Context: an optimization exercise on an open-source flow, tuned for small area. The choices shown serve that exercise and are no tape-out recipe. Where RTL was checked, it was by simulation tests only, not by an equivalence proof against the original. Function not checked in runs 1 to 4: the RTL went through the layout flow alone. The flow treats the clock pin as an ideal source, which a real chip does not have. Power figures rest on the tool's default switching activity, not on a simulated workload.

File: design.v
`timescale 1ns / 1ps
module Control_unit(clock,reset,candidate1,candidate2,candidate3,candidate4,mode,UID,enter,B0,B1,led,votecount,result,totalvotes,vvpat_votedfor,pwrst,e_total_votes_casted);
input clock,reset,candidate1,candidate2,candidate3,candidate4,mode,B0,B1,enter;
input [5:0] UID;
input pwrst;
output [7:0] led;
output [3:0] votecount;
output [2:0] result;
output [7:0] totalvotes;
output [7:0] vvpat_votedfor;
output [7:0] e_total_votes_casted;
function [3:0] inc4(input [3:0] v);
  inc4 = {v[3] ^ (v[2] & v[1] & v[0]), v[2] ^ (v[1] & v[0]), v[1] ^ v[0], ~v[0]};
endfunction
function gt4(input [3:0] a, input [3:0] b);
  reg c; integer i;
  begin
    c = a[0] & ~b[0];
    for (i = 1; i < 4; i = i + 1) c = (a[i] & ~b[i]) | ((a[i] | ~b[i]) & c);
    gt4 = c;
  end
endfunction
reg [3:0] vdiv;
always @(posedge clock)
  if (reset) vdiv <= 4'd0;
  else       vdiv <= inc4(vdiv);
wire vtick = (vdiv == 4'd7);
reg [3:0] dA, dB, dC;
always @(posedge clock) begin
  if (reset)      dA <= 4'd0;
  else if (vtick) dA <= {candidate4, candidate3, candidate2, candidate1};
  if (vtick) begin
    dB <= dA;
    dC <= dB;
  end
end
wire [3:0] vv = dA & dB & ~dC;
wire anyvote = |vv;
localparam [63:0] VALID = 64'hB10B_7CEF_643F_55D4;
wire [7:0] H, L;
genvar gi, gj;
generate for (gi = 0; gi < 8; gi = gi + 1) begin : g_dec
  assign H[gi] = (UID[5:3] == gi);
  assign L[gi] = (UID[2:0] == gi);
end endgenerate
wire cast;                        
wire [7:0] hc = H & {8{cast}};
wire [7:0] rd;                    
wire [7:0] kn;                    
generate for (gi = 0; gi < 8; gi = gi + 1) begin : g_hi
  wire [7:0] fq;
  for (gj = 0; gj < 8; gj = gj + 1) begin : g_lo
    if (VALID[gi*8+gj]) begin : g_v
      reg f;
      always @(posedge clock)
        f <= (f & ~reset) | (hc[gi] & L[gj]);
      assign fq[gj] = f;
    end else begin : g_n
      assign fq[gj] = 1'b0;
    end
  end
  assign rd[gi] = |(fq & L);
  assign kn[gi] = |(VALID[gi*8 +: 8] & L);
end endgenerate
wire voted = |(rd & H);
wire known = |(kn & H);
wire validvoter = enter & ~reset & known;
wire ok = mode & validvoter & ~voted;
assign cast = vtick & ok & anyvote;
reg [3:0] vc1, vc2, vc3, vc4;
always @(posedge clock)
  if (reset) begin
    vc1 <= 4'd0; vc2 <= 4'd0; vc3 <= 4'd0; vc4 <= 4'd0;
  end else if (cast) begin
    if (vv[0])      vc1 <= inc4(vc1);
    else if (vv[1]) vc2 <= inc4(vc2);
    else if (vv[2]) vc3 <= inc4(vc3);
    else            vc4 <= inc4(vc4);
  end
wire [5:0] total = vc1 + vc2 + vc3 + vc4;
assign e_total_votes_casted = {2'b00, total ^ (total >> 1)};
wire g12 = gt4(vc1, vc2), l12 = gt4(vc2, vc1);
wire g34 = gt4(vc3, vc4), l34 = gt4(vc4, vc3);
wire [3:0] m12 = l12 ? vc2 : vc1;
wire [3:0] m34 = l34 ? vc4 : vc3;
wire gf = gt4(m12, m34), lf = gt4(m34, m12);
wire w1 = gf & g12;
wire w2 = gf & l12;
wire w3 = lf & g34;
wire w4 = lf & l34;
wire [2:0] win = w1 ? 3'd1 : w2 ? 3'd2 : w3 ? 3'd3 : w4 ? 3'd4 : 3'd7;
reg [2:0] pdiv;
always @(posedge clock)
  if (pwrst) pdiv <= 3'd0;
  else       pdiv <= {pdiv[2] ^ (pdiv[1] & pdiv[0]), pdiv[1] ^ pdiv[0], ~pdiv[0]};
wire ptick = (pdiv == 3'd3);
reg pA, pB;
always @(posedge clock) begin
  if (pwrst)      pA <= 1'b0;
  else if (ptick) pA <= B0 | B1;
  if (ptick) pB <= pA;
end
wire press = ptick & (B0 | B1) & pA & ~pB;
reg [2:0] lp;
reg le;
always @(posedge clock)
  if (pwrst) begin
    lp <= 3'd0; le <= 1'b0;
  end else if (press) begin
    lp <= {lp[1] & lp[0], lp[1] ^ lp[0], ~lp[2] & ~lp[0]};
    le <= ~lp[2] & (le | (B1 == lp[0]));
  end
wire unlocked = lp[2] & ~le;
wire open = ~mode & unlocked;
assign led = {mode, open, 5'b00000, ok & anyvote};
assign result = open ? win : 3'd0;
assign totalvotes = open ? {2'b00, total} : 8'd0;
assign votecount = (open & ~reset) ?
                   (candidate1 ? vc1 : candidate2 ? vc2 : candidate3 ? vc3 : candidate4 ? vc4 : 4'd0) : 4'd0;
assign vvpat_votedfor = ok ? {5'b00000, vv[0] ? 3'd1 : vv[1] ? 3'd2 : vv[2] ? 3'd3 : vv[3] ? 3'd4 : 3'd0} : 8'd0;
endmodule
File: constraint.sdc
create_clock -name core_clock -period 6.0 [get_ports {clock}]
set_input_delay 1.2000 -clock core_clock [delete_from_list [all_inputs] [get_ports {clock}]]
set_output_delay 1.2000 -clock core_clock [all_outputs]
set_load 0.01 [all_outputs]
File: run.sh
#!/bin/bash
# synth_recipe.tcl (not shown) runs the flow's synth.tcl, then flattens the netlist and writes it again
# the make line also repeats each setting of config.mk as NAME=value (left out here)
make -C /OpenROAD-flow-scripts/flow DESIGN_CONFIG=/design/flow/config.mk WORK_HOME=/design/flow/orfs CLKGATE_MAP_FILE= SYNTH_SCRIPT=/design/flow/synth_recipe.tcl finish
File: config.mk
export PLATFORM = sky130hd
export DESIGN_NAME = Control_unit
export DESIGN_NICKNAME = Control_unit
export VERILOG_FILES = /design/flow/design.v
export SDC_FILE = /design/flow/constraint.sdc
export NUM_CORES = 4
export LEC_CHECK = 0
export ABC_AREA = 1
export CAP_MARGIN = 20
export CORE_MARGIN = 2
export CORE_UTILIZATION = 40
export PLACE_DENSITY = 0.6
export SLEW_MARGIN = 20
==> out/results.tsv, run 1 <==
metric	value	unit
fin crit share	87.2	%
Critical Path, Cell by Cell	clkdlybuf4s50_1, inv_2, nand2_1, nor2_1, nand2_1, nand3_1, o21ai_0, inv_1, nor2_2, inv_1, nor4_1, clkdlybuf4s50_1	
hold depth	1	
Async S/R FF share, synth	0	%
layout cells sized above 1	4.20	%
HP Start	pdiv[0]$_SDFF_PP0_	
Syn Area/Cell	6.99	sq um
Routed WL	11.0	mm
die height	110	um
Yosys warnings	1	
GPL Wtd Cong	0.952	
TNS Setup	0	ps
vias in the first global route	3738	
WS Path Type	primary input to output port	
number of synthesized flops with an enable pin	9	
DIE WIDTH	110	um
crit-path max FO	15	
Crit-path slowest cell	clkdlybuf4s50_1	
Post-Place Cells	814	
synth unique cells	33	
DRC errors left	0	
post_cts resized	0	
Lkg Pwr	2.26	nW
Slew headroom	50.4	%
total gr overflow	0	
CTS tree	built	
Maximum Capacitance Violations	0	
Clock Latency Late Sink	340	ps
Fillers	1124	
Die ar.	12200	sq um
register bit total from synthesis	77	
setup bufs post-CTS	0	
initial core utilization	41.4	%
Final setup viols	0	
clock slew at reported path FFs	70	ps
required time worst endpoint	4800	ps
Via density	4.98	
CTS hold repair buffers	0	
non-filler instance count after layout	830	
Setup crit start kind	primary input	
Multi-input gate area	2450	sq um
hpwl dp	8.41	mm
Hold WC Path Type	flip-flop to flip-flop	
R2R depth	10	
first-pass GRT wire length	17.8	mm
PD cells	214	nW/um^2
DR iter-0 viols	226	
RSZ-0062 raised after global routing	no	
post-synthesis sequential area ratio	36.1	%
Post-Syn Area	4530	sq um
share of the synthesized area in the top cell type	30.1	%
Fin. Hold Viols	0	
root buffer cell	clkbuf_16	
core area	10900	sq um
Nets	732	
register-to-register setup slack	3660	ps
Critical Path Sink Type	output port	
routed length per instance	13.2	um
final worst path period need	5230	ps
status	finished clean	
TritonCTS buffer count	9	
Core Rows	38	
slowest stage delay, CP	820	ps
antenna violations before repair	0	
overall global routing resource usage	19.0	%
io pins	56	
H-tree depth	3	
Finished Core Util	48.5	%
PortBufs	41	
FF+latch area	1630	sq um
Cells after Synth	647	
clock skew	9.50	ps
diode count	0	
worst slew pin tran	741	ps
hold endpoint	pdiv[0]$_SDFF_PP0_	
cell taking the most area after synthesis	dfxtp_1	
post-place setup slack	803	ps
Hold WS	428	ps
Main synth FF type	dfxtp_1	
drt pass-1 iters	5	
R2R Path Start	dB[2]$_DFFE_PN_	
clock sinks	77	
clock buffer depth	2	
Final Max Tran Viols	0	
CP Data Arrival Time	4030	ps
Critical R2R Capture	vc1[0]$_SDFFE_PP0P_	
top cells by area, synth	dfxtp_1 30%, nand2_1 13%, nor2_1 6.4%	
via count	4130	
maximum VDD drop	149	uV
fmax	0.191	GHz
final worst setup slack	768	ps
Final ANT Viol Nets	0	
pin count of the biggest net entering global routing	39	
area added between synthesis and finish	17.2	%
[final cells by class]
type / count / area share (%)
multi-input cells: 473 / 46.3
flip-flops and latches: 77 / 30.8
clock inverters: 7 / 1.42
inverters: 78 / 5.52
well taps: 140 / 3.30
clock buffers: 9 / 4.25
repair buffers: 46 / 8.45
[metrics by stage]
stage | area, sq um | power (mW)
floorplan | 4570 | 0.587
global placement | 5000 | 0.604
detailed placement | 5000 | 0.606
CTS | 5300 | 1.15
global route | 5300 | 1.17
finish | 5300 | 1.14
[routing by layer]
| layer | share of wire [%] | up-vias | global-route usage (%) | wire length (um) |
|---|---|---|---|---|
| li1 | - | 2141 | - | - |
| met1 | 48 | 1860 | 25.3 | 5230 |
| met2 | 46 | 117 | 31.6 | 5080 |
| met3 | 4.3 | 12 | 2.65 | 473 |
| met4 | 1.5 | 0 | 6.34 | 166 |
| met5 | 0 | - | 0 | 0 |
[where the power goes]
group | total [mW] | switching (mW) | leakage (nW) | internal [mW]
clock network | 0.542 | 0.246 | 0.145 | 0.295
registers | 0.526 | 0.00205 | 0.613 | 0.524
logic | 0.0682 | 0.0462 | 1.50 | 0.0219
[worst max path at each step]
stage | cells after the start | slack [ps] | end | from
final | 12 | 770 | vvpat_votedfor[1] | UID[0]
after global routing | 12 | 450 | vvpat_votedfor[1] | UID[0]
after CTS | 12 | 800 | vvpat_votedfor[1] | UID[0]
after detailed placement | 12 | 800 | vvpat_votedfor[1] | UID[0]
after global placement | 14 | 870 | vvpat_votedfor[2] | UID[0]
after floorplan | 12 | 2240 | vvpat_votedfor[1] | UID[1]
[layout by cell type, fill, tap and decap left out, types with 2 or more instances in the layout]
master | netlist | final
xor2_1 | 12 | 12
inv_1 | 75 | 75
clkdlybuf4s50_1 | 0 | 41
inv_2 | 3 | 3
a21oi_1 | 29 | 29
ha_1 | 22 | 22
edfxtp_1 | 9 | 9
clkbuf_16 | 0 | 9
nor3_1 | 5 | 5
o22ai_1 | 8 | 8
xnor2_1 | 3 | 3
nor2_2 | 3 | 3
inv_8 | 0 | 3
o21ai_1 | 2 | 2
inv_6 | 0 | 2
nor2_1 | 77 | 77
a211oi_1 | 2 | 2
nand2_1 | 158 | 158
nand4_1 | 17 | 17
o21ai_0 | 48 | 48
nand3_1 | 57 | 57
dfxtp_1 | 68 | 68
fa_1 | 8 | 8
buf_4 | 18 | 5
conb_1 | 1 | 14
[synth_stat cells (2+ instances only)]
cell type    n
edfxtp_1     9
inv_2        3
ha_1        22
dfxtp_1     68
a211oi_1     2
o21ai_0     48
o21ai_1      2
a21oi_1     29
inv_1       75
o22ai_1      8
nand3_1     57
nor3_1       5
buf_4       18
buf_2        4
nand2_1    158
clkbuf_2     2
nor2_2       3
nor2_1      77
xnor2_1      3
fa_1         8
nand4_1     17
clkbuf_1     6
buf_1        2
xor2_1      12
[registers in the layout, summed over array words and instances, names as in the netlist]
signal and flops:
vc2 4, vdiv 4, dC 4, lp 3
pA 1, pB 1, pdiv 3, g_hi.g_lo.g_v.f 36
vc4 4, dA 4, dB 4, vc1 4
le 1, vc3 4
[worst max-delay path: cells and delay by family]
family | cells | cell delay [ps]
simple gates | 6 | 850
compound gates | 1 | 170
buf+inv | 5 | 1820
[kinds of logic after synthesis]
kind of cell | after synthesis | share of synthesized area [%]
AOI/OAI and AO/OA | 93 | 10.8
and+or+nand+nor | 321 | 29.7
xor gates and xnor gates | 15 | 2.90
DFF | 77 | 36.1
other | 1 | 0.0829
buffers and inverters | 110 | 10.8
adders and majority gates | 30 | 9.62
==> run 2: changes to the inputs <==
==> flow/run.sh (new file) <==
#!/bin/bash
# Standard ORFS layout, but synthesis maps the logic with an area-oriented
# ABC script (flow/abc_area.script) instead of ORFS's default one.
# Everything else (yosys passes, register mapping, flatten, renames) is the
# standard synthesis, so the registers keep their names and cells.
set -euo pipefail
WORK=$(pwd)
rm -rf "$WORK/myscripts"
cp -r "$FLOW_HOME/scripts" "$WORK/myscripts"
cp "$WORK/flow/abc_area.script" "$WORK/myscripts/abc_area.script"
bash standard.sh synth SCRIPTS_DIR="$WORK/myscripts" > "$WORK/synth.log" 2>&1
bash standard.sh > "$WORK/layout.log" 2>&1
==> flow/abc_area.script (new file) <==
strash
dch -f
map -a
mfs2
strash
dch -f
map -a
mfs2
strash
dch -f
map -a
topo
==> standard.sh (new file) <==
#!/bin/bash
# synth_recipe.tcl (not shown) runs the flow's synth.tcl, then flattens the netlist and writes it again
# the make line also repeats each setting of config.mk as NAME=value (left out here)
make -C /OpenROAD-flow-scripts/flow DESIGN_CONFIG=/design/flow/config.mk WORK_HOME=/design/flow/orfs CLKGATE_MAP_FILE= SYNTH_SCRIPT=/design/flow/synth_recipe.tcl "${@:-finish}"
removed: run.sh
==> run 2 against run 1 <==
Routed wire length shrank 10%. Sequential power is essentially flat. Die area shrank 9.3%. Final cell count shrank 14%. Clock-buffer cell count is the same. Global-route usage shrank 1.1 points. Clock skew shrank 4.8 ps. Power shrank 15%. Largest cell class unchanged.
==> out/results.tsv, run 2 <==
metric	value	unit
switch share	24.4	%
PortBufs	41	
clock skew	4.68	ps
cell taking the most area after synthesis	dfxtp_1	
maximum VDD drop	117	uV
FF+latch area	1630	sq um
area added between synthesis and finish	17.6	%
final worst path period need	5260	ps
clock buffer depth	2	
GPL Wtd Cong	0.904	
io pins	56	
first-pass GRT wire length	15.8	mm
commonest non-fill, non-tap cell in the layout	clkinv_1	
post-synthesis sequential area ratio	39.9	%
layout cells sized above 1	3.45	%
Hold WC Path Type	flip-flop to flip-flop	
overall global routing resource usage	17.8	%
pin count of the biggest net entering global routing	34	
crit-path max FO	9	
DR iter-0 viols	275	
Post-Syn Area	4090	sq um
Reg with most FFs	g_hi.g_lo.g_v.f	
die height	105	um
vias in the first global route	3295	
post_cts resized	0	
Main synth FF type	dfxtp_1	
Clock Latency Late Sink	360	ps
setup bufs post-CTS	0	
synth unique cells	29	
TritonCTS buffer count	9	
DRC errors left	0	
Post-synth top cells	91 x clkinv_1, 68 x dfxtp_1, 65 x nor2_1	
Net Switching	0.237	mW
Async S/R FF share, synth	0	%
CTS hold repair buffers	0	
H-tree depth	3	
required time worst endpoint	4800	ps
number of synthesized flops with an enable pin	9	
Final setup viols	0	
Syn Area/Cell	7.84	sq um
Critical Path Sink Type	output port	
clock slew at reported path FFs	80	ps
routed length per instance	13.8	um
top cells by area, synth	dfxtp_1 33%, clkinv_1 8.3%, ha_1 6.7%	
root buffer cell	clkbuf_8	
RSZ-0062 raised after global routing	no	
Cells after Synth	522	
clock sinks	77	
Fillers	949	
antenna violations before repair	0	
Core Rows	36	
Int Pwr	0.734	mW
Final Power	0.971	mW
CP Data Arrival Time	4060	ps
Gate power share	6.1	%
fmax	0.190	GHz
fin crit share	87.7	%
max reg flops	36	
total gr overflow	0	
initial core utilization	41.5	%
drt pass-1 iters	4	
Routed WL	9.82	mm
DIE WIDTH	105	um
HP Start	pdiv[0]$_SDFF_PP0_	
Via density	5.17	
core area	9860	sq um
Slew headroom	37.4	%
top-count cell post-synth	clkinv_1	
hpwl dp	7.46	mm
Final ANT Viol Nets	0	
status	finished clean	
Nets	621	
Fin. Hold Viols	0	
Multi-input gate area	2050	sq um
Setup crit start kind	primary input	
Final Max Tran Viols	0	
Lkg Pwr	1.72	nW
Yosys warnings	1	
register bit total from synthesis	77	
TNS Setup	0	ps
Maximum Capacitance Violations	0	
Hold WS	420	ps
diode count	0	
R2R Path Start	g_hi[7].g_lo[5].g_v.f$_DFF_P_	
clock share of power	39.7	%
Worst setup startpoint	UID[2]	
WS Path Type	primary input to output port	
via count	3681	
Die ar.	11100	sq um
PD cells	202	nW/um^2
worst slew pin tran	932	ps
Flop pwr share	54.2	%
commonest non-fill, non-tap cells in the layout	91 x clkinv_1, 68 x dfxtp_1, 65 x nor2_1, 54 x nand2_1, 50 x o21ai_0	
CTS tree	built	
share of the synthesized area in the top cell type	33.3	%
==> run 2: layout make-up <==
type / count / share of cell area, %
clock inverters: 7 / 1.38
flip-flops and latches: 77 / 33.9
inverters: 91 / 7.10
well taps: 133 / 3.46
multi-input cells: 351 / 42.6
clock buffers: 9 / 2.58
repair buffers: 44 / 9.00
==> run 2: final timing paths <==
path	endpoint	slack [ps]	depth (start not counted)
setup reg to reg	vc2[3]$_SDFFE_PP0P_	3130	16
hold reg to reg	pdiv[0]$_SDFF_PP0_	420	1
hold / removal	pdiv[0]$_SDFF_PP0_	420	1
setup / recovery	vvpat_votedfor[1]	740	12
==> run 2: logic make-up (layout without fill, tap and decap cells) <==
group	count (synthesis)	in the layout	share of synthesized area [%]
simple gates	159	159	16.1
compound gates	140	140	20.3
buf+inv	107	151	11.3
flops	77	77	39.9
fa+ha+maj	30	30	10.6
xor+xnor	8	8	1.71
other cells	1	14	0.0917
==> run 2: worst max-delay path, cell delays in order <==
cell and delay (ps):
clkdlybuf4s50_1 560, clkinv_1 180, nor2_1 270, clkinv_1 310
nand2_1 140, a21oi_1 70, nand4_1 100, nand3_1 80
nor2_1 210, clkinv_1 160, a211oi_1 210, clkdlybuf4s50_1 570
==> run 2: routing by layer <==
metal | up-vias | routed length, um | part of all wire [%] | track usage [%]
li1 | 1862 | - | - | -
met1 | 1702 | 4600 | 47 | 23.8
met2 | 104 | 4580 | 47 | 28.1
met3 | 13 | 500 | 5.1 | 4.55
met4 | 0 | 141 | 1.4 | 6.10
met5 | - | 0 | 0 | 0
==> run 2: through the flow <==
| step | instance area [sq um] | setup WS [ps] | cells | utilization, % |
|---|---|---|---|---|
| final | 4810 | 741 | 712 | 48.8 |
| after global routing | 4810 | 573 | 712 | 48.8 |
| after floorplan | 4140 | 2240 | 535 | - |
| after detailed placement | 4620 | 793 | 696 | 46.8 |
| after global placement | 4620 | 894 | 696 | 46.8 |
| after CTS | 4810 | 780 | 712 | 48.8 |
==> run 2: power groups by stage <==
stage / clock network, mW / registers (mW) / logic [mW]
2_1_floorplan: 0 / 0.537 / 0.0380
3_3_place_gp: 0 / 0.538 / 0.0580
3_5_place_dp: 0 / 0.538 / 0.0589
4_1_cts: 0.394 / 0.526 / 0.0593
5_1_grt: 0.413 / 0.526 / 0.0660
6_report: 0.385 / 0.526 / 0.0596
==> run 3: changes to the inputs <==
==> flow/run.sh (replaced) <==
#!/bin/bash
# Own layout flow: the standard ORFS flow (standard.sh) with these changes:
#  - synthesis maps the logic with an area-oriented ABC script
#    (flow/abc_area.script) and lets ABC pick only the smallest drive strength;
#    the yosys passes, register mapping, flatten and renames are the standard
#    synthesis, so the registers keep their names and cells;
#  - every port still gets a buffer, but the smallest one (buf_1);
#  - CTS uses small clock buffers and no dummy loads.
# Each tool's full output goes to a log of its own in this folder.
set -euo pipefail
WORK=$(pwd)
LIB=$FLOW_HOME/platforms/sky130hd/lib/sky130_fd_sc_hd__tt_025C_1v80.lib

rm -rf "$WORK/myscripts"
cp -r "$FLOW_HOME/scripts" "$WORK/myscripts"
cp "$WORK/flow/abc_area.script" "$WORK/myscripts/abc_area.script"

# Synthesis: drive strengths above 1 are don't-use for ABC only; the layout
# steps may still size cells up.
DU=$(grep -oE 'cell \("?sky130_fd_sc_hd__[a-z0-9_]+' "$LIB" | sed -E 's/cell \("?//' | grep -vE '_(0|1)$' | tr '\n' ' ')
DU="$DU sky130_fd_sc_hd__probe_p_8 sky130_fd_sc_hd__probec_p_8 sky130_fd_sc_hd__lpflow_bleeder_1 sky130_fd_sc_hd__lpflow_clkbufkapwr_1 sky130_fd_sc_hd__lpflow_clkinvkapwr_1 sky130_fd_sc_hd__lpflow_inputiso0n_1 sky130_fd_sc_hd__lpflow_inputiso0p_1 sky130_fd_sc_hd__lpflow_inputiso1n_1 sky130_fd_sc_hd__lpflow_inputiso1p_1 sky130_fd_sc_hd__lpflow_inputisolatch_1 sky130_fd_sc_hd__lpflow_isobufsrc_1 sky130_fd_sc_hd__lpflow_lsbuf_lh_hl_isowell_tap_1 sky130_fd_sc_hd__lpflow_lsbuf_lh_isowell_tap_1"
bash standard.sh synth SCRIPTS_DIR="$WORK/myscripts" "DONT_USE_CELLS=$DU" > "$WORK/synth.log" 2>&1

bash standard.sh \
  "BUFFER_PORTS_ARGS=-buffer_cell sky130_fd_sc_hd__buf_1" \
  "CTS_ARGS=-sink_clustering_enable -repair_clock_nets -buf_list sky130_fd_sc_hd__clkbuf_4 -root_buf sky130_fd_sc_hd__clkbuf_4 -dont_use_dummy_load" \
  > "$WORK/layout.log" 2>&1
==> run 3 against run 2 <==
The flow now stops in 1_2_yosys.
==> out/results.tsv, run 3 <==
metric	value	unit
Fail Step	1_2_yosys	
Yosys warnings	1	
status	did not finish	
First Err	ERROR: TCL interpreter returned an error: The step that buffers pass-through wires placed cells that are on DONT_USE_CELLS: 16 sky130_fd_sc_hd__buf_4 (a module's cells...	
==> run 4: changes to the inputs <==
--- a/flow/run.sh
+++ b/flow/run.sh
@@ -20,5 +20,5 @@
 DU=$(grep -oE 'cell \("?sky130_fd_sc_hd__[a-z0-9_]+' "$LIB" | sed -E 's/cell \("?//' | grep -vE '_(0|1)$' | tr '\n' ' ')
 DU="$DU sky130_fd_sc_hd__probe_p_8 sky130_fd_sc_hd__probec_p_8 sky130_fd_sc_hd__lpflow_bleeder_1 sky130_fd_sc_hd__lpflow_clkbufkapwr_1 sky130_fd_sc_hd__lpflow_clkinvkapwr_1 sky130_fd_sc_hd__lpflow_inputiso0n_1 sky130_fd_sc_hd__lpflow_inputiso0p_1 sky130_fd_sc_hd__lpflow_inputiso1n_1 sky130_fd_sc_hd__lpflow_inputiso1p_1 sky130_fd_sc_hd__lpflow_inputisolatch_1 sky130_fd_sc_hd__lpflow_isobufsrc_1 sky130_fd_sc_hd__lpflow_lsbuf_lh_hl_isowell_tap_1 sky130_fd_sc_hd__lpflow_lsbuf_lh_isowell_tap_1"
-bash standard.sh synth SCRIPTS_DIR="$WORK/myscripts" "DONT_USE_CELLS=$DU" > "$WORK/synth.log" 2>&1
+bash standard.sh synth SCRIPTS_DIR="$WORK/myscripts" "DONT_USE_CELLS=$DU" "MIN_BUF_CELL_AND_PORTS=sky130_fd_sc_hd__buf_1 A X" > "$WORK/synth.log" 2>&1
 
 bash standard.sh \
==> run 4 against run 3 <==
The run now finishes clean.
==> out/results.tsv, run 4 <==
metric	value	unit
status	finished clean	
WS Path Type	flip-flop to output port	
register bit total from synthesis	77	
required time worst endpoint	4800	ps
setup bufs post-CTS	0	
crit-path max FO	8	
Via density	5.09	
PD cells	181	nW/um^2
routed length per instance	13.3	um
DR iter-0 viols	111	
drt pass-1 iters	5	
area added between synthesis and finish	9.94	%
clock sinks	77	
total gr overflow	0	
Nets	609	
PortBufs	41	
pin count of the biggest net entering global routing	38	
vias in the first global route	3361	
Maximum Capacitance Violations	0	
Final ANT Viol Nets	0	
Critical Path Sink Type	output port	
Async S/R FF share, synth	0	%
fmax	0.206	GHz
Bufs and invs on worst path	4	
H-tree depth	3	
layout cells sized above 1	2.14	%
overall global routing resource usage	17.5	%
RSZ-0062 raised after global routing	no	
worst slew pin tran	751	ps
Clock Latency Late Sink	420	ps
synth unique cells	36	
via count	3527	
DIE WIDTH	104	um
root buffer cell	clkbuf_4	
post_cts resized	0	
share of the synthesized area in the top cell type	33.9	%
post-place setup slack	1240	ps
Yosys warnings	1	
io pins	56	
number of synthesized flops with an enable pin	9	
Finished Core Util	45.2	%
CP Data Arrival Time	3670	ps
clock skew	39.0	ps
Reg with most FFs	g_hi.g_lo.g_v.f	
Main synth FF type	dfxtp_1	
core area	9770	sq um
Post-synth top cells	92 x clkinv_1, 68 x dfxtp_1, 54 x nand2_1	
top-count cell post-synth	clkinv_1	
Die ar.	10900	sq um
Final setup viols	0	
fin crit share	81.1	%
post-synthesis sequential area ratio	40.6	%
cell taking the most area after synthesis	dfxtp_1	
final worst path period need	4870	ps
Slew headroom	49.4	%
CTS tree	built	
Crit-path slowest cell	o21ai_0	
CTS hold repair buffers	0	
die height	104	um
Core Rows	36	
Lkg Pwr	1.58	nW
commonest non-fill, non-tap cell in the layout	clkinv_1	
delay-heaviest family, CP	compound AO/OA/AOI/OAI gates	
Syn Area/Cell	7.87	sq um
Routed WL	9.20	mm
Critical Path, Cell by Cell	clkinv_1, ha_1, o21ai_0, a21oi_1, o21ai_0, o21ai_0, o21ai_0, clkinv_1, a21o_1, nand2_1, clkinv_1, o21ai_0, nand2_1, a221oi_1, buf_1	
Fillers	1055	
Hold WC Path Type	flip-flop to flip-flop	
max reg flops	36	
Setup crit start kind	flip-flop	
DRC errors left	0	
TritonCTS buffer count	9	
Top cell by count, worst path	o21ai_0	
maximum VDD drop	101	uV
Final Max Tran Viols	0	
clock buffer depth	2	
final worst setup slack	1130	ps
diode count	0	
Post-Syn Area	4020	sq um
TNS Setup	0	ps
slowest stage delay, CP	600	ps
initial core utilization	41.1	%
antenna violations before repair	0	
Fin. Hold Viols	0	
commonest non-fill, non-tap cells in the layout	92 x clkinv_1, 68 x dfxtp_1, 54 x nand2_1, 47 x o22ai_1, 46 x nor2_1	
Cells after Synth	510	
first-pass GRT wire length	15.7	mm
hpwl dp	7.03	mm
GPL Wtd Cong	0.891	
clock slew at reported path FFs	120	ps
top cells by area, synth	dfxtp_1 34%, clkinv_1 8.6%, o22ai_1 7.3%	
==> run 4: kinds of logic after synthesis <==
| kind of cell | Yosys count | share of synthesized area, % |
|---|---|---|
| AOI/OAI and AO/OA | 142 | 21.2 |
| adders and majority gates | 30 | 10.8 |
| muxes | 1 | 0.249 |
| buffers and inverters | 108 | 10.1 |
| xor gates and xnor gates | 8 | 1.75 |
| other | 1 | 0.0934 |
| DFF | 77 | 40.6 |
| and+or+nand+nor | 143 | 15.2 |
==> run 4: final timing paths <==
path / startpoint / end / slack [ps] / cells past startpoint
worst max register to register: g_hi[4].g_lo[7].g_v.f$_DFF_P_ / vc2[3]$_SDFFE_PP0P_ / 3140 / 14
worst min-delay path: pdiv[0]$_SDFF_PP0_ / pdiv[0]$_SDFF_PP0_ / 430 / 1
worst min register to register: pdiv[0]$_SDFF_PP0_ / pdiv[0]$_SDFF_PP0_ / 430 / 1
worst max-delay path: vc2[1]$_SDFFE_PP0P_ / result[2] / 1130 / 15
==> run 4: layout make-up <==
type                            count  area [sq um]  share of cell area [%]
Multi-Input combinational cell    338          2030                    45.9
Sequential cell                    77          1630                    37.0
Inverter                           92           345                    7.82
Timing Repair Buffer               44           176                    4.00
Tap cell                          133           166                    3.77
Clock buffer                        9          67.6                    1.53
==> run 4: stage by stage <==
step	hold slack (ps)	power (mW)	instance area (sq um)	instances
2_1_floorplan	395	0.569	4060	523
6_report	427	0.799	4410	693
5_1_grt	448	0.839	4410	693
3_5_place_dp	413	0.589	4350	684
4_1_cts	431	0.814	4410	693
3_3_place_gp	408	0.587	4350	684
==> run 4: power by group <==
group          internal, mW  switching, mW
sequential            0.524        0.00223
clock                0.0699          0.152
combinational        0.0133         0.0376
total                 0.607          0.192
==> run 4: routing by layer <==
| layer | vias to the layer above | track usage [%] | wire [um] |
|---|---|---|---|
| li1 | 1833 | - | - |
| met1 | 1629 | 22.1 | 4340 |
| met2 | 53 | 29.8 | 4490 |
| met3 | 12 | 4.64 | 223 |
| met4 | 0 | 4.54 | 141 |
| met5 | - | 0 | 0 |
==> run 5: changes to the inputs <==
--- a/design.v
+++ b/design.v
@@ -47,5 +47,4 @@
 wire [7:0] hc = H & {8{cast}};
 wire [7:0] rd;                    
-wire [7:0] kn;                    
 generate for (gi = 0; gi < 8; gi = gi + 1) begin : g_hi
   wire [7:0] fq;
@@ -57,14 +56,11 @@
       assign fq[gj] = f;
     end else begin : g_n
-      assign fq[gj] = 1'b0;
+      assign fq[gj] = 1'b1;
     end
   end
   assign rd[gi] = |(fq & L);
-  assign kn[gi] = |(VALID[gi*8 +: 8] & L);
 end endgenerate
-wire voted = |(rd & H);
-wire known = |(kn & H);
-wire validvoter = enter & ~reset & known;
-wire ok = mode & validvoter & ~voted;
+wire blocked = |(rd & H);          
+wire ok = mode & enter & ~reset & ~blocked;
 assign cast = vtick & ok & anyvote;
 reg [3:0] vc1, vc2, vc3, vc4;
==> flow/run.sh (replaced) <==
#!/bin/bash
# Own layout flow: the standard ORFS flow (standard.sh) with these changes:
#  - synthesis maps the logic with an area-oriented ABC script
#    (flow/abc_area.script), lets ABC pick only the smallest drive strength,
#    and leaves adders to ABC instead of mapping them to full/half-adder cells;
#    the yosys passes, register mapping, flatten and renames are the standard
#    synthesis, so the registers keep their names and cells;
#  - every port still gets a buffer, but the smallest one (buf_1);
#  - CTS uses the clock buffers in flow/cts_args.txt and no dummy loads.
# Each tool's full output goes to a log of its own in this folder.
set -euo pipefail
WORK=$(pwd)
LIB=$FLOW_HOME/platforms/sky130hd/lib/sky130_fd_sc_hd__tt_025C_1v80.lib

rm -rf "$WORK/myscripts"
cp -r "$FLOW_HOME/scripts" "$WORK/myscripts"
cp "$WORK/flow/abc_area.script" "$WORK/myscripts/abc_area.script"

# Synthesis: drive strengths above 1 are don't-use for ABC only; the layout
# steps may still size cells up.
DU=$(grep -oE 'cell \("?sky130_fd_sc_hd__[a-z0-9_]+' "$LIB" | sed -E 's/cell \("?//' | grep -vE '_(0|1)$' | tr '\n' ' ')
DU="$DU sky130_fd_sc_hd__probe_p_8 sky130_fd_sc_hd__probec_p_8 sky130_fd_sc_hd__lpflow_bleeder_1 sky130_fd_sc_hd__lpflow_clkbufkapwr_1 sky130_fd_sc_hd__lpflow_clkinvkapwr_1 sky130_fd_sc_hd__lpflow_inputiso0n_1 sky130_fd_sc_hd__lpflow_inputiso0p_1 sky130_fd_sc_hd__lpflow_inputiso1n_1 sky130_fd_sc_hd__lpflow_inputiso1p_1 sky130_fd_sc_hd__lpflow_inputisolatch_1 sky130_fd_sc_hd__lpflow_isobufsrc_1 sky130_fd_sc_hd__lpflow_lsbuf_lh_hl_isowell_tap_1 sky130_fd_sc_hd__lpflow_lsbuf_lh_isowell_tap_1"
bash standard.sh synth SCRIPTS_DIR="$WORK/myscripts" "DONT_USE_CELLS=$DU" "MIN_BUF_CELL_AND_PORTS=sky130_fd_sc_hd__buf_1 A X" ADDER_MAP_FILE= > "$WORK/synth.log" 2>&1

bash standard.sh \
  "BUFFER_PORTS_ARGS=-buffer_cell sky130_fd_sc_hd__buf_1" \
  SKIP_REPAIR_TIE_FANOUT=1 \
  "CTS_ARGS=$(cat "$WORK/flow/cts_args.txt")" \
  > "$WORK/layout.log" 2>&1
==> flow/cts_args.txt (new file) <==
-sink_clustering_enable -repair_clock_nets -buf_list sky130_fd_sc_hd__clkbuf_16 -root_buf sky130_fd_sc_hd__clkbuf_8 -dont_use_dummy_load -sink_clustering_size 20
==> run 5 against run 4 <==
Utilization is 0.57 points higher. Still clean. Largest cell class unchanged. Clock power up 31%. Highest routed layer unchanged. Synthesized cell count up 6.1%. Die area fell by 4.3%. Sequential share of layout area rose by 1.5 points. First-iteration DRC count increased by 33%. Power grew 8.3%. Routed wire length grew 1.9%. Worst setup slack better by 77 ps. Synthesized area decreased by 4.5%.
==> out/results.tsv, run 5 <==
metric	value	unit
antenna violations before repair	0	
fmax	0.209	GHz
commonest non-fill, non-tap cells in the layout	96 x clkinv_1, 78 x nand2_1, 68 x dfxtp_1, 62 x nor2_1, 52 x o21ai_0	
area added between synthesis and finish	10.7	%
DR iter-0 viols	148	
die height	102	um
PortBufs	41	
final worst path period need	4790	ps
hpwl dp	7.21	mm
routed length per instance	13.2	um
clock slew at reported path FFs	80	ps
PD cells	204	nW/um^2
Routed WL	9.37	mm
number of synthesized flops with an enable pin	9	
clock buffer depth	2	
Slew headroom	57.2	%
Core Rows	35	
GPL Wtd Cong	1.03	
root buffer cell	clkbuf_8	
Via density	5.18	
H-tree depth	3	
Nets	598	
Int Pwr	0.670	mW
Flop pwr share	60.8	%
fin crit share	79.8	%
CP Data Arrival Time	3590	ps
Reg with most FFs	g_hi.g_lo.g_v.f	
Final ANT Viol Nets	0	
Yosys warnings	1	
via count	3670	
clock skew	31.2	ps
worst slew pin tran	636	ps
Lkg Pwr	1.38	nW
DIE WIDTH	102	um
commonest non-fill, non-tap cell in the layout	clkinv_1	
synth unique cells	33	
Async S/R FF share, synth	0	%
Final Max Tran Viols	0	
drt pass-1 iters	5	
DRC errors left	0	
top-count cell post-synth	clkinv_1	
Net Switching	0.195	mW
CTS hold repair buffers	0	
Hold WC Path Type	flip-flop to flip-flop	
post-synthesis sequential area ratio	42.5	%
layout cells sized above 1	2.25	%
initial core utilization	41.3	%
clock sinks	77	
Maximum Capacitance Violations	0	
WS Path Type	primary input to output port	
crit-path max FO	8	
cell taking the most area after synthesis	dfxtp_1	
Post-Syn Area	3840	sq um
Final setup viols	0	
register bit total from synthesis	77	
Clock Latency Late Sink	340	ps
vias in the first global route	3333	
Cells after Synth	541	
top cells by area, synth	dfxtp_1 35%, clkinv_1 9.4%, nand2_1 7.6%	
max reg flops	36	
diode count	0	
CTS tree	built	
required time worst endpoint	4800	ps
Setup crit start kind	primary input	
clock share of power	33.5	%
Fin. Hold Viols	0	
post_cts resized	0	
switch share	22.6	%
maximum VDD drop	122	uV
status	finished clean	
Hold WS	432	ps
RSZ-0062 raised after global routing	no	
io pins	56	
TNS Setup	0	ps
Finished Core Util	45.7	%
first-pass GRT wire length	15.4	mm
core area	9280	sq um
setup bufs post-CTS	0	
Syn Area/Cell	7.09	sq um
share of the synthesized area in the top cell type	35.5	%
pin count of the biggest net entering global routing	36	
Gate power share	5.7	%
TritonCTS buffer count	9	
Main synth FF type	dfxtp_1	
Die ar.	10400	sq um
total gr overflow	0	
Critical Path Sink Type	output port	
overall global routing resource usage	18.9	%
Post-synth top cells	96 x clkinv_1, 78 x nand2_1, 68 x dfxtp_1	
## run 5: stage by stage
| stage | instances | power, mW | setup slack, ps | cell area (sq um) |
|---|---|---|---|---|
| floorplan | 541 | 0.568 | 1860 | 3840 |
| global placement | 699 | 0.585 | 1280 | 4120 |
| detailed placement | 699 | 0.586 | 1220 | 4120 |
| CTS | 708 | 0.877 | 1210 | 4250 |
| global route | 708 | 0.907 | 920 | 4250 |
| finish | 708 | 0.865 | 1210 | 4250 |
## run 5: power by group through the flow
stage / clock, mW / sequential, mW / combinational [mW]
after detailed placement: 0 / 0.537 / 0.0489
after global placement: 0 / 0.537 / 0.0482
after floorplan: 0 / 0.537 / 0.0310
after global routing: 0.325 / 0.526 / 0.0555
final: 0.290 / 0.526 / 0.0495
after CTS: 0.302 / 0.526 / 0.0491
## run 5: path summary, 6_finish.rpt
kind         slack [ps]  cells after the start                           from                  end
max                1210                     12                         UID[0]    vvpat_votedfor[1]
min                 430                      1             vdiv[0]$_SDFF_PP0_   vdiv[0]$_SDFF_PP0_
max reg2reg        3240                     14  g_hi[5].g_lo[3].g_v.f$_DFF_P_  vc2[3]$_SDFFE_PP0P_
min reg2reg         430                      1             vdiv[0]$_SDFF_PP0_   vdiv[0]$_SDFF_PP0_
## run 5: cell families after synthesis
kind of cell,count (synthesis),share of synthesized area [%]
other,1,0.0978
buffers and inverters,112,11.0
XOR/XNOR,14,3.20
flip-flops,77,42.5
AND/OR/NAND/NOR,180,19.3
adder cells (fa/ha/maj),2,0.522
AO/OA/AOI/OAI,155,23.4
## run 5: critical path, stage by stage
cell and delay, ps:
buf_1 270, clkinv_1 190, nor2_1 180, clkinv_1 110
nor2_1 160, clkinv_1 210, o21ai_0 190, o21ai_0 110
nand2_1 80, nand4_1 160, a2111oi_0 510, buf_1 210
## run 5: metal layers
metal | vias to the layer above | global-route usage (%) | share of wire [%]
met3 | 22 | 4.45 | 5.7
li1 | 1902 | - | -
met5 | - | 0 | 0
met4 | 0 | 6.67 | 2.6
met2 | 112 | 31.8 | 46
met1 | 1634 | 23.7 | 46
## run 5: area by class of cell
type / instances / area (sq um)
multi-input combinational: 352 / 1780
inverter: 96 / 360
clock buffer: 9 / 124
fill: 954 / 5040
tap: 129 / 161
sequential: 77 / 1630
timing repair buffer: 45 / 184
==> run 6: changes to the inputs <==
==> flow/cts_args.txt (replaced) <==
-sink_clustering_enable -repair_clock_nets -buf_list sky130_fd_sc_hd__clkbuf_4 -root_buf sky130_fd_sc_hd__clkbuf_8 -dont_use_dummy_load -sink_clustering_size 5 -sink_clustering_max_diameter 20 -sink_clustering_levels 2
==> run 6 against run 5 <==
Still clean. Clock-buffer cell count did not move. Worst setup slack did not move. Worst hold slack did not move. Die area did not move.
==> out/results.tsv, run 6 <==
metric	value	unit
Nets	598	
PD cells	204	nW/um^2
TNS Setup	0	ps
first-pass GRT wire length	15.4	mm
Cells after Synth	541	
layout cells sized above 1	2.25	%
Worst setup startpoint	UID[0]	
Multi-input gate area	1780	sq um
post_cts resized	0	
Die ar.	10400	sq um
DR iter-0 viols	148	
hold endpoint	vdiv[0]$_SDFF_PP0_	
setup bufs post-CTS	0	
fin crit share	79.8	%
Async S/R FF share, synth	0	%
delay-heaviest family, CP	buffers and inverters	
Hold WC Path Type	flip-flop to flip-flop	
initial core utilization	41.3	%
top-count cell post-synth	clkinv_1	
Top cell by count, worst path	clkinv_1	
Core Rows	35	
R2R Path Start	g_hi[5].g_lo[3].g_v.f$_DFF_P_	
crit-path max FO	8	
synth unique cells	33	
area added between synthesis and finish	10.7	%
Critical Path Sink Type	output port	
Critical Path, Cell by Cell	buf_1, clkinv_1, nor2_1, clkinv_1, nor2_1, clkinv_1, o21ai_0, o21ai_0, nand2_1, nand4_1, a2111oi_0, buf_1	
Post-Syn Area	3840	sq um
clock slew at reported path FFs	80	ps
Setup crit start kind	primary input	
hold depth	1	
final worst path period need	4790	ps
max reg flops	36	
RSZ-0062 raised after global routing	no	
DIE WIDTH	102	um
Bufs and invs on worst path	5	
maximum VDD drop	122	uV
commonest non-fill, non-tap cell in the layout	clkinv_1	
slowest stage delay, CP	510	ps
Final Max Tran Viols	0	
core area	9280	sq um
Via density	5.18	
Maximum Capacitance Violations	0	
Syn Area/Cell	7.09	sq um
FF+latch area	1630	sq um
root buffer cell	clkbuf_8	
clock sinks	77	
GPL Wtd Cong	1.03	
Reg with most FFs	g_hi.g_lo.g_v.f	
CTS hold repair buffers	0	
io pins	56	
Final ANT Viol Nets	0	
pin count of the biggest net entering global routing	36	
Fillers	954	
cell taking the most area after synthesis	dfxtp_1	
commonest non-fill, non-tap cells in the layout	96 x clkinv_1, 78 x nand2_1, 68 x dfxtp_1, 62 x nor2_1, 52 x o21ai_0	
via count	3670	
register bit total from synthesis	77	
Final setup viols	0	
die height	102	um
Post-synth top cells	96 x clkinv_1, 78 x nand2_1, 68 x dfxtp_1	
PortBufs	41	
WS Path Type	primary input to output port	
Routed WL	9.37	mm
top cells by area, synth	dfxtp_1 35%, clkinv_1 9.4%, nand2_1 7.6%	
vias in the first global route	3333	
CP Data Arrival Time	3590	ps
Yosys warnings	1	
H-tree depth	3	
Slew headroom	57.2	%
status	finished clean	
TritonCTS buffer count	9	
Finished Core Util	45.7	%
Fin. Hold Viols	0	
CTS tree	built	
Lkg Pwr	1.38	nW
required time worst endpoint	4800	ps
antenna violations before repair	0	
worst slew pin tran	636	ps
register-to-register setup slack	3240	ps
clock skew	31.2	ps
number of synthesized flops with an enable pin	9	
DRC errors left	0	
post-synthesis sequential area ratio	42.5	%
overall global routing resource usage	18.9	%
Crit-path slowest cell	a2111oi_0	
total gr overflow	0	
hpwl dp	7.21	mm
Critical R2R Capture	vc2[3]$_SDFFE_PP0P_	
R2R depth	14	
drt pass-1 iters	5	
fmax	0.209	GHz
Main synth FF type	dfxtp_1	
Clock Latency Late Sink	340	ps
diode count	0	
share of the synthesized area in the top cell type	35.5	%
clock buffer depth	2	
routed length per instance	13.2	um
HP Start	vdiv[0]$_SDFF_PP0_	
-- run 6: cell counts in the layout (fill, tap and decap cells not counted) --
No cell type changed its count.
-- run 6: worst max path at each step --
stage / endpoint / slack, ps / cells after the start
after floorplan: vvpat_votedfor[1] / 1860 / 10
after global placement: vvpat_votedfor[1] / 1280 / 12
after detailed placement: vvpat_votedfor[1] / 1220 / 12
after CTS: vvpat_votedfor[1] / 1210 / 12
after global routing: vvpat_votedfor[1] / 920 / 12
final: vvpat_votedfor[1] / 1210 / 12
-- run 6: layout make-up --
class | count | share of cell area, %
well taps | 129 | 3.80
inverters | 96 | 8.49
flip-flops and latches | 77 | 38.4
multi-input cells | 352 | 42.0
clock buffers | 9 | 2.92
repair buffers | 45 | 4.33
-- run 6: stage by stage --
| step | hold slack [ps] | std cells | total power [mW] | setup slack, ps | instance area, sq um |
|---|---|---|---|---|---|
| 6_report | 432 | 708 | 0.865 | 1210 | 4250 |
| 5_1_grt | 459 | 708 | 0.907 | 920 | 4250 |
| 4_1_cts | 437 | 708 | 0.877 | 1210 | 4250 |
| 3_5_place_dp | 416 | 699 | 0.586 | 1220 | 4120 |
| 3_3_place_gp | 406 | 699 | 0.585 | 1280 | 4120 |
| 2_1_floorplan | 395 | 541 | 0.568 | 1860 | 3840 |
-- run 6: cells by family after synthesis --
kind of cell	synth area share, %
other	0.0978
AOI/OAI and AO/OA	23.4
DFF	42.5
buffers and inverters	11.0
adders and majority gates	0.522
xor gates and xnor gates	3.20
and+or+nand+nor	19.3
-- run 6: routing by layer --
| layer | up-vias | global-route usage [%] | share of wire, % |
|---|---|---|---|
| met2 | 112 | 31.8 | 46 |
| met1 | 1634 | 23.7 | 46 |
| li1 | 1902 | - | - |
| met4 | 0 | 6.67 | 2.6 |
| met5 | - | 0 | 0 |
| met3 | 22 | 4.45 | 5.7 |
-- run 6: report_power, final --
group / switching [mW] / leakage, nW / total, mW / internal [mW]
sequential: 0.00218 / 0.629 / 0.526 / 0.523
clock: 0.156 / 0.0647 / 0.290 / 0.134
combinational: 0.0373 / 0.685 / 0.0495 / 0.0122
==> run 7: changes to the inputs <==
--- a/flow/run.sh
+++ b/flow/run.sh
@@ -25,5 +25,4 @@
 bash standard.sh \
   "BUFFER_PORTS_ARGS=-buffer_cell sky130_fd_sc_hd__buf_1" \
-  SKIP_REPAIR_TIE_FANOUT=1 \
   "CTS_ARGS=$(cat "$WORK/flow/cts_args.txt")" \
   > "$WORK/layout.log" 2>&1
==> flow/cts_args.txt (replaced) <==
-sink_clustering_enable -repair_clock_nets -buf_list sky130_fd_sc_hd__clkbuf_4 -root_buf sky130_fd_sc_hd__clkbuf_8 -dont_use_dummy_load -sink_clustering_size 8
==> run 7 against run 6 <==
Combinational power is 1% higher. Synthesized area did not move. Synthesized cell count stayed put. Clock-buffer cell count stayed put. Die area unchanged. Largest power group unchanged.
==> out/results.tsv, run 7 <==
metric	value	unit
post-place setup slack	1320	ps
HP Start	vdiv[0]$_SDFF_PP0_	
Lkg Pwr	1.42	nW
R2R depth	14	
Die ar.	10400	sq um
pin count of the biggest net entering global routing	37	
Critical Path Sink Type	output port	
CTS tree	built	
WS Path Type	primary input to output port	
maximum VDD drop	120	uV
Fillers	983	
clock sinks	77	
share of the synthesized area in the top cell type	35.5	%
commonest non-fill, non-tap cell in the layout	clkinv_1	
Final Max Tran Viols	0	
Simple-Gate Fraction of Synth Area	19.3	%
Final Power	0.876	mW
fmax	0.213	GHz
Nets	611	
final worst path period need	4690	ps
RSZ-0062 raised after global routing	no	
die height	102	um
GPL Wtd Cong	0.913	
status	finished clean	
clock buffer depth	2	
diode count	0	
Multi-input gate area	1830	sq um
clock skew	29.8	ps
Hold WC Path Type	flip-flop to flip-flop	
cell taking the most area after synthesis	dfxtp_1	
Int Pwr	0.670	mW
vias in the first global route	3353	
CTS hold repair buffers	0	
first-pass GRT wire length	15.7	mm
CP Data Arrival Time	3490	ps
hold depth	1	
max reg flops	36	
clock slew at reported path FFs	60	ps
hpwl dp	7.42	mm
commonest non-fill, non-tap cells in the layout	96 x clkinv_1, 78 x nand2_1, 68 x dfxtp_1, 62 x nor2_1, 52 x o21ai_0	
Reg with most FFs	g_hi.g_lo.g_v.f	
antenna violations before repair	0	
Gate power share	5.7	%
Async S/R FF share, synth	0	%
post-synthesis mux area share	0	%
Post-Syn Area	3840	sq um
Cells after Synth	541	
drt pass-1 iters	5	
synth unique cells	33	
TNS Setup	0	ps
Net Switching	0.206	mW
Syn Area/Cell	7.09	sq um
register-to-register setup slack	3340	ps
R2R Path Start	g_hi[2].g_lo[5].g_v.f$_DFF_P_	
Final ANT Viol Nets	0	
Post-synth top cells	96 x clkinv_1, 78 x nand2_1, 68 x dfxtp_1	
Clock Latency Late Sink	350	ps
Yosys warnings	1	
Via density	5.12	
largest family of logic cells by synthesized area	compound AO/OA/AOI/OAI gates	
Final setup viols	0	
DIE WIDTH	102	um
post_cts resized	0	
final worst setup slack	1310	ps
number of synthesized flops with an enable pin	9	
compound-cell area share of the yosys netlist	23.4	%
top cells by area, synth	dfxtp_1 35%, clkinv_1 9.4%, nand2_1 7.6%	
total gr overflow	0	
adder-cell area share of the yosys netlist	0.522	%
Maximum Capacitance Violations	0	
Setup crit start kind	primary input	
hold endpoint	vdiv[0]$_SDFF_PP0_	
layout cells sized above 1	2.20	%
top-count cell post-synth	clkinv_1	
worst slew pin tran	665	ps
crit-path max FO	8	
via count	3695	
switch share	23.5	%
required time worst endpoint	4800	ps
FF+latch area	1630	sq um
H-tree depth	3	
area added between synthesis and finish	11.9	%
fin crit share	78.2	%
Critical R2R Capture	vc2[3]$_SDFFE_PP0P_	
Routed WL	9.62	mm
root buffer cell	clkbuf_8	
Main synth FF type	dfxtp_1	
initial core utilization	41.3	%
DR iter-0 viols	212	
core area	9280	sq um
Slew headroom	55.2	%
post-synthesis sequential area ratio	42.5	%
io pins	56	
clock share of power	34.3	%
TritonCTS buffer count	9	
register bit total from synthesis	77	
post-synthesis xor/xnor area fraction	3.20	%
DRC errors left	0	
Core Rows	35	
Flop pwr share	60.0	%
Fin. Hold Viols	0	
routed length per instance	13.3	um
overall global routing resource usage	19.3	%
setup bufs post-CTS	0	
PortBufs	41	
PD cells	204	nW/um^2
-- run 7: cell families (layout without fill, tap and decap cells) --
family                     count (synthesis)  after routing
AOI/OAI and AO/OA                        155            155
xor gates and xnor gates                  14             14
adders and majority gates                  2              2
buffers and inverters                    112            150
DFF                                       77             77
other                                      1             14
and+or+nand+nor                          180            180
-- run 7: worst max-delay path: stages --
cell,delay [ps]
buf_1,210
clkinv_1,240
nor2_1,180
clkinv_1,100
nor2_1,170
clkinv_1,230
o21ai_0,200
o21ai_0,110
nand2_1,80
nand4_1,200
a2111oi_0,380
buf_1,190
-- run 7: worst max path at each step --
stage / start / endpoint / cells past startpoint
2_1_floorplan: UID[2] / vvpat_votedfor[1] / 10
3_3_place_gp: UID[2] / vvpat_votedfor[1] / 12
3_5_place_dp: UID[2] / vvpat_votedfor[1] / 12
4_1_cts: UID[2] / vvpat_votedfor[1] / 12
5_1_grt: UID[2] / vvpat_votedfor[1] / 12
6_report: UID[2] / vvpat_votedfor[1] / 12
-- run 7: final cells by class --
cell class,count,share of cell area (%)
well taps,129,3.76
repair buffers,45,4.28
inverters,96,8.39
flip-flops and latches,77,38.0
clock buffers,9,2.88
multi-input cells,365,42.7
-- run 7: routing by layer --
metal | wire, um | GRT usage [%]
met5 | 0 | 0
met4 | 125 | 6.36
met3 | 487 | 3.49
met2 | 4560 | 32.9
met1 | 4450 | 24.8
-- run 7: power groups by stage --
stage               Clock, mW  Sequential, mW  Combinational (mW)
finish                  0.300           0.526              0.0502
global route            0.328           0.526              0.0567
CTS                     0.308           0.526              0.0500
detailed placement          0           0.537              0.0499
global placement            0           0.537              0.0488
floorplan                   0           0.537              0.0310
-- run 7: through the flow --
step                      area (sq um)  hold WS, ps  std cells  util [%]
final                             4290          425        721      46.3
after CTS                         4290          428        721      46.3
after global placement            4170          407        712      44.9
after floorplan                   3880          395        554         -
after detailed placement          4170          414        712      44.9
after global routing              4290          445        721      46.3
==> run 8: changes to the inputs <==
--- a/flow/run.sh
+++ b/flow/run.sh
@@ -7,5 +7,7 @@
 #    synthesis, so the registers keep their names and cells;
 #  - every port still gets a buffer, but the smallest one (buf_1);
-#  - CTS uses the clock buffers in flow/cts_args.txt and no dummy loads.
+#  - the constant outputs share the one tie cell synthesis gives them;
+#  - CTS uses the clock buffers in flow/cts_args.txt and no dummy loads, and
+#    flow/fix_clock.tcl then upsizes the leaf clock buffers with many sinks.
 # Each tool's full output goes to a log of its own in this folder.
 set -euo pipefail
@@ -23,6 +25,11 @@
 bash standard.sh synth SCRIPTS_DIR="$WORK/myscripts" "DONT_USE_CELLS=$DU" "MIN_BUF_CELL_AND_PORTS=sky130_fd_sc_hd__buf_1 A X" ADDER_MAP_FILE= > "$WORK/synth.log" 2>&1
 
-bash standard.sh \
-  "BUFFER_PORTS_ARGS=-buffer_cell sky130_fd_sc_hd__buf_1" \
-  "CTS_ARGS=$(cat "$WORK/flow/cts_args.txt")" \
-  > "$WORK/layout.log" 2>&1
+LAYOUT_VARS=(
+  "BUFFER_PORTS_ARGS=-buffer_cell sky130_fd_sc_hd__buf_1"
+  SKIP_REPAIR_TIE_FANOUT=1
+  "CTS_ARGS=$(cat "$WORK/flow/cts_args.txt")"
+)
+bash standard.sh "${LAYOUT_VARS[@]}" cts > "$WORK/layout_to_cts.log" 2>&1
+RES="$WORK/orfs/results/sky130hd/Control_unit/base" FIX_FANOUT=10 \
+  openroad -no_init -exit "$WORK/flow/fix_clock.tcl" > "$WORK/fix_clock.log" 2>&1
+bash standard.sh "${LAYOUT_VARS[@]}" > "$WORK/layout.log" 2>&1
==> flow/cts_args.txt (replaced) <==
-sink_clustering_enable -repair_clock_nets -buf_list sky130_fd_sc_hd__clkbuf_4 -root_buf sky130_fd_sc_hd__clkbuf_4 -dont_use_dummy_load
==> flow/fix_clock.tcl (new file) <==
# After CTS: a clkbuf_4 leaf that drives many flip-flops gives them slow clock
# edges, so swap each leaf clock buffer with a large fanout for a clkbuf_8,
# then legalise the placement again.
read_db $::env(RES)/4_cts.odb
set block [ord::get_db_block]
set big [[ord::get_db] findMaster sky130_fd_sc_hd__clkbuf_8]
foreach inst [$block getInsts] {
  if {[[$inst getMaster] getName] eq "sky130_fd_sc_hd__clkbuf_4"} {
    set net [[$inst findITerm X] getNet]
    set fanout [expr {[llength [$net getITerms]] - 1}]
    if {$fanout >= $::env(FIX_FANOUT)} {
      puts "upsizing [$inst getName] (fanout $fanout)"
      $inst swapMaster $big
    }
  }
}
detailed_placement
check_placement -verbose
write_db $::env(RES)/4_cts.odb
--- a/config.mk
+++ b/config.mk
@@ -10,4 +10,5 @@
 export CORE_MARGIN = 2
 export CORE_UTILIZATION = 40
+export GPL_TIMING_DRIVEN = 0
 export PLACE_DENSITY = 0.6
 export SLEW_MARGIN = 20
==> run 8 against run 7 <==
Worst setup slack lost 260 ps. Clock-buffer cell count unchanged. Clock power is about 20% lower. Critical path type unchanged.
==> out/results.tsv, run 8 <==
metric	value	unit
Final ANT Viol Nets	0	
routed length per instance	12.9	um
Flop pwr share	64.2	%
worst slew pin tran	1030	ps
Main synth FF type	dfxtp_1	
clock skew	23.3	ps
Finished Core Util	45.7	%
total gr overflow	0	
initial core utilization	41.3	%
Reg with most FFs	g_hi.g_lo.g_v.f	
commonest non-fill, non-tap cells in the layout	96 x clkinv_1, 78 x nand2_1, 68 x dfxtp_1, 62 x nor2_1, 56 x buf_1	
pin count of the biggest net entering global routing	37	
Gate power share	6.4	%
Crit-path slowest cell	a2111oi_0	
PD cells	193	nW/um^2
antenna violations before repair	0	
drt pass-1 iters	4	
diode count	0	
Slew headroom	31.1	%
compound-cell area share of the yosys netlist	23.4	%
core area	9280	sq um
Fin. Hold Viols	0	
H-tree depth	3	
Clock Latency Late Sink	390	ps
Routed WL	9.30	mm
Final Max Tran Viols	0	
vias in the first global route	3234	
TritonCTS buffer count	9	
Lkg Pwr	1.36	nW
Bufs and invs on worst path	5	
FF+latch area	1630	sq um
clock slew at reported path FFs	90	ps
synth unique cells	33	
final worst path period need	4960	ps
clock buffer depth	2	
max reg flops	36	
switch share	23.3	%
CTS tree	built	
share of the synthesized area in the top cell type	35.5	%
Net Switching	0.191	mW
via count	3688	
DRC errors left	0	
commonest non-fill, non-tap cell in the layout	clkinv_1	
Maximum Capacitance Violations	0	
post-synthesis sequential area ratio	42.5	%
Multi-input gate area	1780	sq um
largest family of logic cells by synthesized area	compound AO/OA/AOI/OAI gates	
fmax	0.202	GHz
setup bufs post-CTS	0	
die height	102	um
clock sinks	77	
Top cell by count, worst path	clkinv_1	
slowest stage delay, CP	510	ps
Hold WC Path Type	flip-flop to flip-flop	
TNS Setup	0	ps
adder-cell area share of the yosys netlist	0.522	%
maximum VDD drop	132	uV
Hold WS	431	ps
CP Data Arrival Time	3760	ps
Syn Area/Cell	7.09	sq um
crit-path max FO	8	
top-count cell post-synth	clkinv_1	
post-place setup slack	1070	ps
hpwl dp	7.20	mm
Critical Path Sink Type	output port	
Via density	5.12	
overall global routing resource usage	18.7	%
DIE WIDTH	102	um
cell taking the most area after synthesis	dfxtp_1	
top cells by area, synth	dfxtp_1 35%, clkinv_1 9.4%, nand2_1 7.6%	
Critical Path, Cell by Cell	buf_1, clkinv_1, nor2_1, clkinv_1, nor2_1, clkinv_1, o21ai_0, o21ai_0, nand2_1, nand4_1, a2111oi_0, buf_1	
GPL Wtd Cong	0.908	
final worst setup slack	1040	ps
first-pass GRT wire length	15.3	mm
Post-synth top cells	96 x clkinv_1, 78 x nand2_1, 68 x dfxtp_1	
Final setup viols	0	
DR iter-0 viols	109	
Setup crit start kind	primary input	
post-synthesis xor/xnor area fraction	3.20	%
delay-heaviest family, CP	buffers and inverters	
required time worst endpoint	4800	ps
CTS hold repair buffers	0	
Simple-Gate Fraction of Synth Area	19.3	%
number of synthesized flops with an enable pin	9	
post-synthesis mux area share	0	%
io pins	56	
Core Rows	35	
RSZ-0062 raised after global routing	no	
register bit total from synthesis	77	
Async S/R FF share, synth	0	%
Cells after Synth	541	
Non-Filler Cell Area, Final	4240	sq um
fin crit share	82.7	%
PortBufs	41	
WS Path Type	primary input to output port	
Nets	610	
Yosys warnings	1	
area added between synthesis and finish	10.5	%
Post-Syn Area	3840	sq um
Int Pwr	0.628	mW
root buffer cell	clkbuf_4	
layout cells sized above 1	1.69	%
Die ar.	10400	sq um
status	finished clean	
post_cts resized	0	
Placed Area	4150	sq um
clock share of power	29.4	%
Fillers	1001	
[run 8: logic make-up (layout without fill, tap and decap cells)]
family | count (synthesis) | after routing
DFF | 77 | 77
other | 1 | 1
AOI/OAI and AO/OA | 155 | 155
xor gates and xnor gates | 14 | 14
adders and majority gates | 2 | 2
and+or+nand+nor | 180 | 180
buffers and inverters | 112 | 162
[run 8: metrics by stage]
stage | instances | power, mW
5_1_grt | 720 | 0.855
6_report | 720 | 0.819
3_3_place_gp | 711 | 0.588
3_5_place_dp | 711 | 0.589
2_1_floorplan | 541 | 0.568
4_1_cts | 720 | 0.806
[run 8: path summary, 6_finish.rpt]
check	startpoint	end	slack, ps	cells after the start
setup / recovery	UID[2]	vvpat_votedfor[1]	1040	12
hold / removal	vdiv[0]$_SDFF_PP0_	vdiv[0]$_SDFF_PP0_	430	1
setup reg to reg	g_hi[2].g_lo[5].g_v.f$_DFF_P_	vc1[3]$_SDFFE_PP0P_	3200	12
hold reg to reg	vdiv[0]$_SDFF_PP0_	vdiv[0]$_SDFF_PP0_	430	1
[run 8: per-layer routing]
metal | global-route usage, % | vias up | share of wire [%]
li1 | - | 1937 | -
met1 | 23.5 | 1656 | 47
met2 | 32.9 | 91 | 47
met3 | 3.97 | 4 | 4.4
met4 | 4.41 | 0 | 0.68
met5 | 0 | - | 0
[run 8: power by group through the flow]
stage	Sequential [mW]	Combinational [mW]	Clock, mW
6_report	0.525	0.0524	0.241
5_1_grt	0.526	0.0597	0.270
4_1_cts	0.526	0.0521	0.229
3_5_place_dp	0.537	0.0518	0
3_3_place_gp	0.537	0.0509	0
2_1_floorplan	0.537	0.0310	0
[run 8: cell type report]
class,instances,share of cell area (%)
clock buffers,9,2.04
inverters,96,8.50
plain buffers,16,1.42
multi-input cells,352,42.1
well taps,129,3.81
flip-flops and latches,77,38.5
repair buffers,41,3.66
==> run 9: changes to the inputs <==
--- a/config.mk
+++ b/config.mk
@@ -7,8 +7,8 @@
 export LEC_CHECK = 0
 export ABC_AREA = 1
-export CAP_MARGIN = 20
+export CAP_MARGIN = 5
 export CORE_MARGIN = 2
 export CORE_UTILIZATION = 40
 export GPL_TIMING_DRIVEN = 0
 export PLACE_DENSITY = 0.6
-export SLEW_MARGIN = 20
+export SLEW_MARGIN = 5
==> run 9 against run 8 <==
Still clean. Non-clock buffer count is the same. Sequential cell count is the same. Synthesized area is the same. Largest power group unchanged. Clock skew is the same. First-iteration DRC count is the same. Synthesized cell count is the same. Critical endpoint unchanged. Worst hold slack is the same.
==> out/results.tsv, run 9 <==
metric	value	unit
DR iter-0 viols	109	
Hold WC Path Type	flip-flop to flip-flop	
crit-path max FO	8	
Fillers	1001	
clock buffer depth	2	
non-filler instance count after layout	720	
first-pass GRT wire length	15.3	mm
Bufs and invs on worst path	5	
clock skew	23.3	ps
Top cell by count, worst path	clkinv_1	
post-synthesis sequential area ratio	42.5	%
register bit total from synthesis	77	
commonest non-fill, non-tap cells in the layout	96 x clkinv_1, 78 x nand2_1, 68 x dfxtp_1, 62 x nor2_1, 56 x buf_1	
layout cells sized above 1	1.69	%
compound-cell area share of the yosys netlist	23.4	%
top cells by area, synth	dfxtp_1 35%, clkinv_1 9.4%, nand2_1 7.6%	
Routed WL	9.30	mm
Clock Latency Late Sink	390	ps
max reg flops	36	
maximum VDD drop	132	uV
Crit-path slowest cell	a2111oi_0	
Die ar.	10400	sq um
vias in the first global route	3234	
CTS hold repair buffers	0	
Final setup viols	0	
delay-heaviest family, CP	buffers and inverters	
Core Rows	35	
TNS Setup	0	ps
root buffer cell	clkbuf_4	
post-synthesis mux area share	0	%
pin count of the biggest net entering global routing	37	
TritonCTS buffer count	9	
largest family of logic cells by synthesized area	compound AO/OA/AOI/OAI gates	
antenna violations before repair	0	
GPL Wtd Cong	0.908	
Fin. Hold Viols	0	
R2R Path Start	g_hi[2].g_lo[5].g_v.f$_DFF_P_	
commonest non-fill, non-tap cell in the layout	clkinv_1	
PortBufs	41	
synth unique cells	33	
met2 Track Usage GR	32.9	%
top-count cell post-synth	clkinv_1	
Simple-Gate Fraction of Synth Area	19.3	%
fin crit share	82.7	%
RSZ-0062 raised after global routing	no	
overall global routing resource usage	18.7	%
Post-Place Cells	711	
Syn Area/Cell	7.09	sq um
required time worst endpoint	4800	ps
diode count	0	
CP Data Arrival Time	3760	ps
total gr overflow	0	
fmax	0.202	GHz
WS Path Type	primary input to output port	
Lkg Pwr	1.36	nW
Critical Path Sink Type	output port	
Cells after Synth	541	
Async S/R FF share, synth	0	%
post_cts resized	0	
initial core utilization	41.3	%
Slew headroom	31.1	%
post-synthesis xor/xnor area fraction	3.20	%
clock sinks	77	
die height	102	um
Post-synth top cells	96 x clkinv_1, 78 x nand2_1, 68 x dfxtp_1	
Yosys warnings	1	
number of synthesized flops with an enable pin	9	
Final Max Tran Viols	0	
DRC errors left	0	
DIE WIDTH	102	um
Reg with most FFs	g_hi.g_lo.g_v.f	
status	finished clean	
CTS tree	built	
Worst setup startpoint	UID[2]	
Maximum Capacitance Violations	0	
Setup crit start kind	primary input	
cell taking the most area after synthesis	dfxtp_1	
grt met1 use	23.5	%
Final ANT Viol Nets	0	
final worst path period need	4960	ps
PD cells	193	nW/um^2
setup bufs post-CTS	0	
io pins	56	
area added between synthesis and finish	10.5	%
Critical Path, Cell by Cell	buf_1, clkinv_1, nor2_1, clkinv_1, nor2_1, clkinv_1, o21ai_0, o21ai_0, nand2_1, nand4_1, a2111oi_0, buf_1	
share of the synthesized area in the top cell type	35.5	%
met3 layer usage reported by global route	3.97	%
adder-cell area share of the yosys netlist	0.522	%
Post-Syn Area	3840	sq um
hpwl dp	7.20	mm
core area	9280	sq um
Via density	5.12	
clock slew at reported path FFs	90	ps
slowest stage delay, CP	510	ps
H-tree depth	3	
Nets	610	
drt pass-1 iters	4	
routed length per instance	12.9	um
GRT busiest layer	met2	
via count	3688	
HP Start	vdiv[0]$_SDFF_PP0_	
worst slew pin tran	1030	ps
Main synth FF type	dfxtp_1	
[run 9: cell type report]
type                       count  area [sq um]  area share [%]
buffer                        16          60.1            1.42
clock buffer                   9          86.3            2.04
inverter                      96           360            8.50
multi-input combinational    352          1780            42.1
sequential                    77          1630            38.5
tap                          129           161            3.81
timing repair buffer          41           155            3.66
[run 9: where the power goes]
group	internal, mW	total (mW)	switching, mW
combinational	0.0135	0.0524	0.0389
clock	0.0911	0.241	0.150
sequential	0.523	0.525	0.00217
[run 9: cells by family after synthesis]
logic type	count (synthesis)
and+or+nand+nor	180
AOI/OAI and AO/OA	155
adders and majority gates	2
xor gates and xnor gates	14
buffers and inverters	112
DFF	77
other	1
[run 9: path summary, 6_finish.rpt]
| path | to | slack, ps | depth (start not counted) |
|---|---|---|---|
| worst max-delay path | vvpat_votedfor[1] | 1040 | 12 |
| worst min-delay path | vdiv[0]$_SDFF_PP0_ | 430 | 1 |
| worst max register to register | vc1[3]$_SDFFE_PP0P_ | 3200 | 12 |
| worst min register to register | vdiv[0]$_SDFF_PP0_ | 430 | 1 |
[run 9: per-stage QoR]
stage | power (mW) | hold slack, ps | area (sq um) | setup WS, ps | utilization (%)
after detailed placement | 0.589 | 416 | 4150 | 1070 | 44.7
final | 0.819 | 431 | 4240 | 1040 | 45.7
after CTS | 0.806 | 430 | 4220 | 1060 | 45.5
after floorplan | 0.568 | 395 | 3840 | 1860 | -
after global placement | 0.588 | 408 | 4150 | 249 | 44.7
after global routing | 0.855 | 454 | 4240 | 804 | 45.7
[run 9: per-layer routing]
metal  part of all wire [%]  vias to the layer above
met3                    4.4                        4
met5                      0                        -
li1                       -                     1937
met4                   0.68                        0
met1                     47                     1656
met2                     47                       91

Setup slack of run 9, layout unchanged: 1.041 ns with ideal ports, 1.018 ns with driving cells assumed (clock clkbuf_16, inputs buf_2), 1.018 ns with port delays also shifted by the 0.410 ns mid clock arrival.
